Background: an optimization exercise with open tools, aiming at small area and a short achievable clock period. Do not read the settings as production practice.
Where RTL was checked, it was by simulation tests only, not by an equivalence proof against the original.
Power figures rest on the tool's default switching activity, not on a simulated workload.

// axi_slave
module axi_slave #(
    parameter AXI_ID_WD   = 2,
    parameter AXI_DATA_WD = 32,
    parameter AXI_ADDR_WD = 32,
    parameter AXI_STRB_WD = 4
    )(
    input                      S_AXI_ACLK,
    input                      S_AXI_ARESETN,
    input  [AXI_ADDR_WD-1 : 0] S_AXI_AWADDR,
    input  [AXI_ID_WD-1   : 0] S_AXI_AWID,
    input  [1 : 0]             S_AXI_AWBURST,
    input  [2 : 0]             S_AXI_AWSIZE,
    input  [7 : 0]             S_AXI_AWLEN,
    input                      S_AXI_AWVALID,
    output                     S_AXI_AWREADY,
    input  [AXI_DATA_WD-1 : 0] S_AXI_WDATA,
    input  [AXI_STRB_WD-1 : 0] S_AXI_WSTRB,
    input                      S_AXI_WLAST,
    input                      S_AXI_WVALID,
    output                     S_AXI_WREADY,
    output [AXI_ID_WD-1   : 0] S_AXI_BID,
    output [1 : 0]             S_AXI_BRESP,
    output                     S_AXI_BVALID,
    input                      S_AXI_BREADY,
    input  [AXI_ADDR_WD-1 : 0] S_AXI_ARADDR,
    input  [AXI_ID_WD-1   : 0] S_AXI_ARID,
    input  [1 : 0]             S_AXI_ARBURST,
    input  [2 : 0]             S_AXI_ARSIZE,
    input  [7 : 0]             S_AXI_ARLEN,
    input                      S_AXI_ARVALID,
    output                     S_AXI_ARREADY,
    output [AXI_DATA_WD-1 : 0] S_AXI_RDATA,
    output                     S_AXI_RLAST,
    output [AXI_ID_WD-1   : 0] S_AXI_RID,
    output [1 : 0]             S_AXI_RRESP,
    output                     S_AXI_RVALID,
    input                      S_AXI_RREADY
    );
Size in the first run: roughly 180 I/O pins.
clock: 10.0 ns
lec_check: 0
cap_margin: 20
cell_pad_in_sites_detail_placement: 1
cell_pad_in_sites_global_placement: 2
core_margin: 2
core_utilization: 50
cts_cluster_diameter: 70
cts_cluster_size: 24
place_density: 0.66
setup_slack_margin: 5
slew_margin: 20
synth_hierarchical: 1
synth_minimum_keep_size: 0
tns_end_percent: 20
standard.sh (not shown) runs the stock make flow with config.mk's settings and CLKGATE_MAP_FILE= SYNTH_SCRIPT=/design/flow/synth_recipe.tcl, a recipe that flattens the netlist after the stock synthesis.
==> flow/flow/run.sh <==
#!/bin/bash
set -euo pipefail
bash standard.sh SETUP_SLACK_MARGIN=6.5 "BUFFER_PORTS_ARGS=-buffer_cell sky130_fd_sc_hd__buf_2" finish > flow_make.log 2>&1
The starting point went through all stages and came out clean.
Change:
--- a/flow/design.v
+++ b/flow/design.v
@@ -80,19 +80,18 @@
     input                      S_AXI_RREADY
     );
     localparam IW = AXI_ID_WD;
     reg            axi_awready;
     reg            axi_wready;
     reg [IW-1 : 0] axi_bid;
     reg            axi_bvalid;
     reg            bvalid_r;
     reg            axi_arready;
-    reg [31 : 0]   axi_rdata;
     reg            axi_rlast;
     reg [IW-1 : 0] axi_rid;
     reg            axi_rvalid;
     reg [7 : 0]    cur_rlen;
     wire awfire = S_AXI_AWVALID && axi_awready;
     wire wfire  = S_AXI_WVALID  && axi_wready;
     wire arfire = S_AXI_ARVALID && axi_arready;
     wire rfire  = axi_rvalid    && S_AXI_RREADY;
     wire b_pend = axi_bvalid    && !S_AXI_BREADY;
@@ -264,18 +263,23 @@
             axi_rlast <= (S_AXI_ARLEN == 8'd0);
         else if (rfire)
             axi_rlast <= (cur_rlen == 8'd1);
     end
     wire [3 : 0] sh_in, sh_a, sh_n;
     wire [3 : 0] sh = axi_arready ? sh_in : S_AXI_RREADY ? sh_n : sh_a;
     assign sh_in = 4'd1 << S_AXI_ARADDR[1 : 0];
     assign sh_a  = 4'd1 << araddr[1 : 0];
     assign sh_n  = 4'd1 << rnext[1 : 0];
+    reg  [3 : 0]  sh_q;      
+    reg  [31 : 0] rd_q;      
+    always @(posedge S_AXI_ACLK) begin
+        sh_q <= sh;
+    end
     wire [31 : 0] rd_all;
     wire [3 : 0]  hit;
     wire [31 : 0] wdat_all;
     wire [7 : 0] in_p = axi_arready ? 8'd1 << S_AXI_ARADDR[4 : 2] : 8'd0;
     wire [7 : 0] in_q = axi_arready ? 8'd1 << S_AXI_ARADDR[7 : 5] : 8'd0;
     wire sel_a = !axi_arready && !S_AXI_RREADY;
     wire sel_n = !axi_arready && S_AXI_RREADY;
     wire [23 : 0] w_rows;
     bank_rows u_wrows (.a(awaddr), .rows(w_rows));
@@ -314,72 +318,50 @@
                 wire [63 : 0] col;
                 for (r = 0; r < 64; r = r + 1) begin : g_col
                     assign col[r] = q[r*8 + j];
                 end
                 mux64_oh u_mux (.d(col), .hi(rhi), .lo(rlo), .y(rd_all[b*8 + j]));
             end
             assign hit[b] = wen && (|(whi & rhi)) && (|(wlo & rlo));
             assign wdat_all[b*8 +: 8] = wdat;
         end
+        for (b = 0; b < 4; b = b + 1) begin : g_bq
+            always @(posedge S_AXI_ACLK) begin
+                rd_q[b*8 +: 8] <= hit[b] ? wdat_all[b*8 +: 8] : rd_all[b*8 +: 8];
+            end
+        end
         for (i = 0; i < 4; i = i + 1) begin : g_lane
             wire [3 : 0] rot;
             for (b = 0; b < 4; b = b + 1) begin : g_rot
-                assign rot[b] = sh[(b - i) & 3];
+                assign rot[b] = sh_q[(b - i) & 3];
             end
-            wire [3 : 0] gm = rot & ~hit;
-            wire [3 : 0] gw = rot & hit;
             for (j = 0; j < 8; j = j + 1) begin : g_bit
-                wire wb = |(gw & {wdat_all[24 + j], wdat_all[16 + j], wdat_all[8 + j], wdat_all[j]});
-                wire y;
-                lane_sel u_sel (.g(gm), .d({rd_all[24 + j], rd_all[16 + j], rd_all[8 + j], rd_all[j]}),
-                                .wb_n(!wb), .y(y));
-                always @(posedge S_AXI_ACLK) begin
-                    axi_rdata[i*8 + j] <= y;
-                end
+                assign S_AXI_RDATA[i*8 + j] = |(rot & {rd_q[24 + j], rd_q[16 + j], rd_q[8 + j], rd_q[j]});
             end
         end
     endgenerate
     assign S_AXI_ARREADY = axi_arready;
     assign S_AXI_RVALID  = axi_rvalid;
-    assign S_AXI_RDATA   = axi_rdata;
     assign S_AXI_RLAST   = axi_rlast;
     assign S_AXI_RID     = axi_rid;
     assign S_AXI_RRESP   = 2'b00;
 endmodule
 module bank_rows (
     input  [7 : 0]  a,
     output [23 : 0] rows
     );
     genvar b;
     generate
         for (b = 0; b < 4; b = b + 1) begin : g_b
             assign rows[b*6 +: 6] = a[7 : 2] + (a[1 : 0] > b);
         end
     endgenerate
 endmodule
-module lane_sel (
-    input  [3 : 0] g,
-    input  [3 : 0] d,
-    input          wb_n,
-    output         y
-    );
-    wire n0, n1;
-    aoi22 u0 (.a(d[1 : 0]), .s(g[1 : 0]), .y(n0));
-    aoi22 u1 (.a(d[3 : 2]), .s(g[3 : 2]), .y(n1));
-    assign y = !(n0 & n1 & wb_n);
-endmodule
-module aoi22 (
-    input  [1 : 0] a,
-    input  [1 : 0] s,
-    output         y
-    );
-    assign y = !((a[0] & s[0]) | (a[1] & s[1]));
-endmodule
 module line_sel #(
     parameter B = 0
     )(
     input  [1 : 0] a_lo,
     input  [7 : 0] p,
     input  [7 : 0] q,
     input          sel_a,
     input  [7 : 0] lo_a,
     input  [7 : 0] hi_a,
After rerunning:
- routed wire length fell by 6.2%
- cell count is lower by 2.7%
- clock-buffer cell count rose by 3
- maximum frequency is about the same
- design area decreases by 1.7%
- synthesized cell count went down by 2.5%
- total power decreases by 1.2%
- non-clock buffer count went down by 43
- die area decreases by 1.2%
No functional check of the RTL was part of the first run of this note.

axi_slave again, from the RTL that the note above started with.
clock: 10.0 ns
lec_check: 0
cap_margin: 20
cell_pad_in_sites_detail_placement: 2
cell_pad_in_sites_global_placement: 4
core_margin: 2
core_utilization: 40
cts_cluster_diameter: 70
cts_cluster_size: 24
place_density: 0.6
setup_slack_margin: 5
slew_margin: 20
synth_hierarchical: 1
synth_minimum_keep_size: 0
tns_end_percent: 20
Scripts as last shown in full above: flow/flow/run.sh
Edit:
--- a/flow/design.v
+++ b/flow/design.v
@@ -308,25 +308,30 @@
                     if (wen && whi[r / 8] && wlo[r % 8])
                         m <= wdat;
                 end
                 assign q[r*8 +: 8] = m;
             end
             for (j = 0; j < 8; j = j + 1) begin : g_bit
                 wire [63 : 0] col;
                 for (r = 0; r < 64; r = r + 1) begin : g_col
                     assign col[r] = q[r*8 + j];
                 end
                 mux64_oh u_mux (.d(col), .hi(rhi), .lo(rlo), .y(rd_all[b*8 + j]));
             end
-            assign hit[b] = wen && (|(whi & rhi)) && (|(wlo & rlo));
+            wire [5 : 0] wrow_m1 = wrow - 1'b1;
+            wire         c_in    = (S_AXI_ARADDR[1 : 0] > b);
+            wire         eq_in   = (S_AXI_ARADDR[7 : 2] == (c_in ? wrow_m1 : wrow));
+            wire         eq_a    = (arow_b == wrow);
+            wire         eq_n    = (nrow_b == wrow);
+            assign hit[b] = wen && (axi_arready ? eq_in : S_AXI_RREADY ? eq_n : eq_a);
             assign wdat_all[b*8 +: 8] = wdat;
         end
         for (i = 0; i < 4; i = i + 1) begin : g_lane
             wire [3 : 0] rot;
             for (b = 0; b < 4; b = b + 1) begin : g_rot
                 assign rot[b] = sh[(b - i) & 3];
             end
             wire [3 : 0] gm = rot & ~hit;
             wire [3 : 0] gw = rot & hit;
             for (j = 0; j < 8; j = j + 1) begin : g_bit
                 wire wb = |(gw & {wdat_all[24 + j], wdat_all[16 + j], wdat_all[8 + j], wdat_all[j]});
                 wire y;
The new run ran to the end with no violations.
Power rises slightly.
Die area rises by a few percent.
Flip-flop and latch count does not change.
Routed wire length rises slightly.
Clock power falls by a few percent.
Fmax falls slightly.
No run of this note included a check of the RTL's function; only the layout flow was run.

[separate check: timing with driven ports]
In the flow no input, the clock included, has a driving cell. The finished layouts below were timed again as built, in two steps. Step 1: set_driving_cell puts a clkbuf_16 on S_AXI_ACLK and a buf_2 on each other input, an assumption about the parent block. Step 2 times the ports against the registers' clock, not the clock port: input delays grow and output delays shrink by t, the midpoint of the rising clock arrivals with the driver on. a / b / c = ideal ports / drivers / drivers and shift; a / b = the first two.
run	t (ns)	setup WS [ns]	worst setup path at the end
the first run of note 1	0.909	5.772 / 5.786 / 4.877	input to register
the second run of note 1	0.886	5.776 / 5.814 / 4.928	input to register
the first run of note 2	0.907	5.641 / 5.677 / 4.770	input to register
the second run of note 2	0.914	5.609 / 5.604 / 4.689	input to register
After both steps setup and hold are still met in every run listed. The setup slack of the second run of note 2, which loses most, moves by -0.005 ns with the drivers and by -0.920 ns with both steps.
